This design comes from an exercise in tuning for small area on the open sky130 flow, not from production work.
In this exercise RTL edits were held to simulation tests only and were not proved equivalent to the original.
Power and IR drop assume default switching activity.

// set_time
module set_time (clk, rst, button_mid, button_r, button_l, button_up, button_down,  mode,
set_string, count, year_d, month_d, week, day_d, hour_d, min_d, sec_d);
input clk;
input rst;
input button_mid;
input button_l;
input button_r;
input button_down;
input button_up;
input [3:0]mode;
output [83:0] set_string;
output reg [4:0] count;
output [14:0] year_d;
output [3:0] month_d;
output reg [3:0] week;
output [4:0] day_d;
output [5:0] hour_d;
output [5:0] min_d;
output [5:0] sec_d;
localparam HOLD = 10;
function [8:0] add8;    
    input [7:0] x, y;
    input ci;
    integer i;
    reg c;
    begin
        c = ci;
        for (i = 0; i < 8; i = i + 1) begin
            add8[i] = x[i] ^ y[i] ^ c;
            c = (x[i] & y[i]) | (x[i] & c) | (y[i] & c);
        end
        add8[8] = c;
    end
endfunction
function [15:0] add15;   
    input [14:0] x, y;
    integer i;
    reg c;
    begin
        c = 1'b0;
        for (i = 0; i < 15; i = i + 1) begin
            add15[i] = x[i] ^ y[i] ^ c;
            c = (x[i] & y[i]) | (x[i] & c) | (y[i] & c);
        end
        add15[15] = c;
    end
endfunction
function [3:0] inc4;
    input [3:0] x;
    inc4 = {x[3] ^ (x[2] & x[1] & x[0]), x[2] ^ (x[1] & x[0]), x[1] ^ x[0], ~x[0]};
endfunction
function [3:0] dec4;
    input [3:0] x;
    dec4 = {x[3] ^ ~(x[2] | x[1] | x[0]), x[2] ^ ~(x[1] | x[0]), x[1] ^ ~x[0], ~x[0]};
endfunction
function ge4;           
    input [3:0] x, y;
    reg [8:0] s;
    begin
        s = add8({4'd0, x}, {4'h0, ~y}, 1'b1);
        ge4 = s[4];
    end
endfunction
function [5:0] csa7;
    input [2:0] x, y, z;
    reg [2:0] s, c;
    begin
        s = x ^ y ^ z;
        c = (x & y) | (x & z) | (y & z);
        csa7 = {c[1:0], c[2], s};
    end
endfunction
function [2:0] fin7;
    input [5:0] v;
    reg [8:0] s;
    reg [8:0] r;
    begin
        s = add8({5'd0, v[2:0]}, {5'd0, v[5:3]}, 1'b0);
        r = add8({5'd0, s[2:0]}, 8'd0, s[3]);
        fin7 = r[2:0];
    end
endfunction
function [15:0] tenx;
    input [14:0] x;
    input [3:0] y;
    reg [15:0] s;
    begin
        s = add15(x, {12'd0, y[3:1]});                        
  ...
Size: about 150 I/O pins, ~0.0079 mm2 of cells after synthesis.
clock: 40.0 ns
lec_check: 0
cap_margin: 20
core_margin: 2
core_utilization: 70
cts_buf_list: sky130_fd_sc_hd__clkbuf_8
place_density: 0.75
slew_margin: 20
standard.sh (not shown) runs the stock make flow with config.mk's settings and CLKGATE_MAP_FILE= SYNTH_SCRIPT=/design/flow/synth_recipe.tcl, a recipe that flattens the netlist after the stock synthesis.
==> flow/flow/run.sh <==
#!/bin/bash
# Own layout flow:
#  1. the standard synthesis;
#  2. its combinational logic re-mapped for area with ABC (registers, tie cells
#     and adder cells untouched, see resynth.tcl; four random seeds, the
#     smallest result kept);
#  3. full adders whose pins are mostly inverted flipped (faflip.py; a full
#     adder is self-dual), checked equivalent with Yosys, and steps 2-3 once more;
#  4. the standard layout from floorplan to finish, with buf_1 port buffers.
# Each tool's output goes to a log file of its own in this folder.
set -euo pipefail
R=orfs/results/${FLOW_PLATFORM}/set_time/base
YOSYS=${FLOW_HOME}/../tools/install/yosys/bin/yosys
export RS_LIB=${FLOW_HOME}/platforms/${FLOW_PLATFORM}/lib/sky130_fd_sc_hd__tt_025C_1v80.lib
export RS_TOP=${FLOW_TOP}

# resynth IN TAG: prints the smallest of four re-mapped netlists (or IN)
resynth() {
  local in=$1 tag=$2 best=$1 bestarea=1e30 s a
  for s in 1 2 3 4; do
    sed "s/@SEED@/$s/" flow/abc_area.script > abc_${tag}_$s.script
    ( RS_IN=$in RS_OUT=${tag}_$s.v RS_ABC=abc_${tag}_$s.script \
        "$YOSYS" -c flow/resynth.tcl > log_${tag}_$s.txt 2>&1 || true ) &
  done
  wait
  for s in 1 2 3 4; do
    if [[ -s ${tag}_$s.v && -s ${tag}_$s.v.stat ]]; then
      a=$(awk '/Chip area/ {print $NF}' ${tag}_$s.v.stat)
      if awk -v a="$a" -v b="$bestarea" 'BEGIN {exit !(a < b)}'; then best=${tag}_$s.v; bestarea=$a; fi
    fi
  done
  echo "$tag: $best $bestarea" >> log_choices.txt
  echo "$best"
}

# flip IN OUT: OUT is IN with full adders flipped if that is proven equivalent, else IN
flip() {
  if python3 flow/faflip.py "$1" "$2.try" > "log_$2.txt" 2>&1 &&
     RS_GOLD=$1 RS_GATE=$2.try "$YOSYS" -c flow/equiv.tcl > "log_$2_equiv.txt" 2>&1; then
    cp "$2.try" "$2"
  else
    cp "$1" "$2"
  fi
  echo "flip: $2 from $(cmp -s "$1" "$2" && echo unchanged || echo flipped)" >> log_choices.txt
}

bash standard.sh synth > log_1_standard_synth.txt 2>&1
cp "$R/1_2_yosys.v" std_1_2_yosys.v
b1=$(resynth std_1_2_yosys.v rs1)
flip "$b1" flip1.v
b2=$(resynth flip1.v rs2)
flip "$b2" flip2.v
# the netlist laid out: flip2.v if it is proven equivalent to the standard synthesis
if RS_GOLD=std_1_2_yosys.v RS_GATE=flip2.v "$YOSYS" -c flow/equiv.tcl > log_final_equiv.txt 2>&1; then
  cp flip2.v "$R/1_2_yosys.v"
else
  echo "final: standard synthesis (flip2.v not proven equivalent)" >> log_choices.txt
fi
rm -f "$R/1_synth.odb" "$R/1_synth.sdc"
bash standard.sh BUFFER_PORTS_ARGS="-buffer_cell sky130_fd_sc_hd__buf_1" finish > log_3_standard_layout.txt 2>&1
Other scripts of this flow, unchanged in this note and not shown: flow/flow/abc_area.script, flow/flow/equiv.tcl, flow/flow/faflip.py, flow/flow/resynth.tcl
Next try:
--- a/flow/design.v
+++ b/flow/design.v
@@ -229,22 +229,22 @@
 wire w_greg = y_gt1582 || (y_eq1582 && (m_gt10 || (m_oct && !d_1to4 && !d_gap)));
 wire [5:0] ww = csa7({dd[2], dd[1], dd[0]}, {1'b0, dd[4], dd[3]}, w_greg ? gq : kq);
 wire [2:0] wr = fin7(ww);                     
 wire [8:0] kc = add8({3'd0, kn[4:0]}, {3'd0, ~dd}, 1'b1);   
 wire       jneg = !w_greg && kn[5] && kc[5];   
 wire [2:0] wv = jneg ? ~wr : wr;              
 wire [3:0] wsel = w_hold ? week : {1'b0, wv};
 wire start_set = (mode == 4'd0);
 wire act_ud = (timer2 == HOLD);
 wire act_lr = (timer == HOLD);
-wire [3:0] timer2_inc = (timer2 == 4'd11) ? timer2 : inc4(timer2);
-wire [3:0] timer_inc  = (timer == 4'd11) ? timer : inc4(timer);
+wire [3:0] timer2_inc = (timer2[3] & timer2[2]) ? timer2 : inc4(timer2);    
+wire [3:0] timer_inc  = (timer[3] & timer[2]) ? timer : inc4(timer);
 reg [3:0] sx, shi;
 reg       slo;
 always @(*) begin
     sx = 4'd0; slo = 1'b0; shi = 4'd9;
     case (count)
     5'd20: sx = y3;
     5'd19: sx = y2;
     5'd18: sx = y1;
     5'd17: begin sx = y0; slo = (y3 == 0 && y2 == 0 && y1 == 0); end
     5'd15: begin sx = {3'd0, mt}; shi = 4'd1; end
=> Setup slack improved by 0.032 ns. Area after synthesis drops by 0.40%. Non-clock buffer count decreases by 4. First-iteration DRC count grows by 37%. Clock power rose by 36%. Hold slack gets better by 0.033 ns. Routed wire length came out lower by 0.46%. Power increases by 19%. Global-route usage barely changes. Die area falls by 0.38%.

[separate check: timing with driven ports]
In the flow no input, the clock included, has a driving cell. The finished layouts below were timed again as built, in two steps. Step 1: set_driving_cell puts a clkbuf_16 on clk and a buf_2 on each other input, an assumption about the parent block. Step 2, shift: input delay + t, output delay - t, t = (earliest + latest rising clock arrival at the registers) / 2. This alone moves slack from input paths to output paths. Slacks: no drivers / after step 1 / after step 2; pairs: no drivers / after step 1.
run | t (ns) | setup WS [ns] | hold WS [ns]
the first run | 0.418 | 24.912 / 24.878 / 25.297 | 0.482 / 0.482 / 0.482
the second run | 0.415 | 24.944 / 24.908 / 25.324 | 0.514 / 0.514 / 0.514
After both steps every run listed still meets setup and hold.
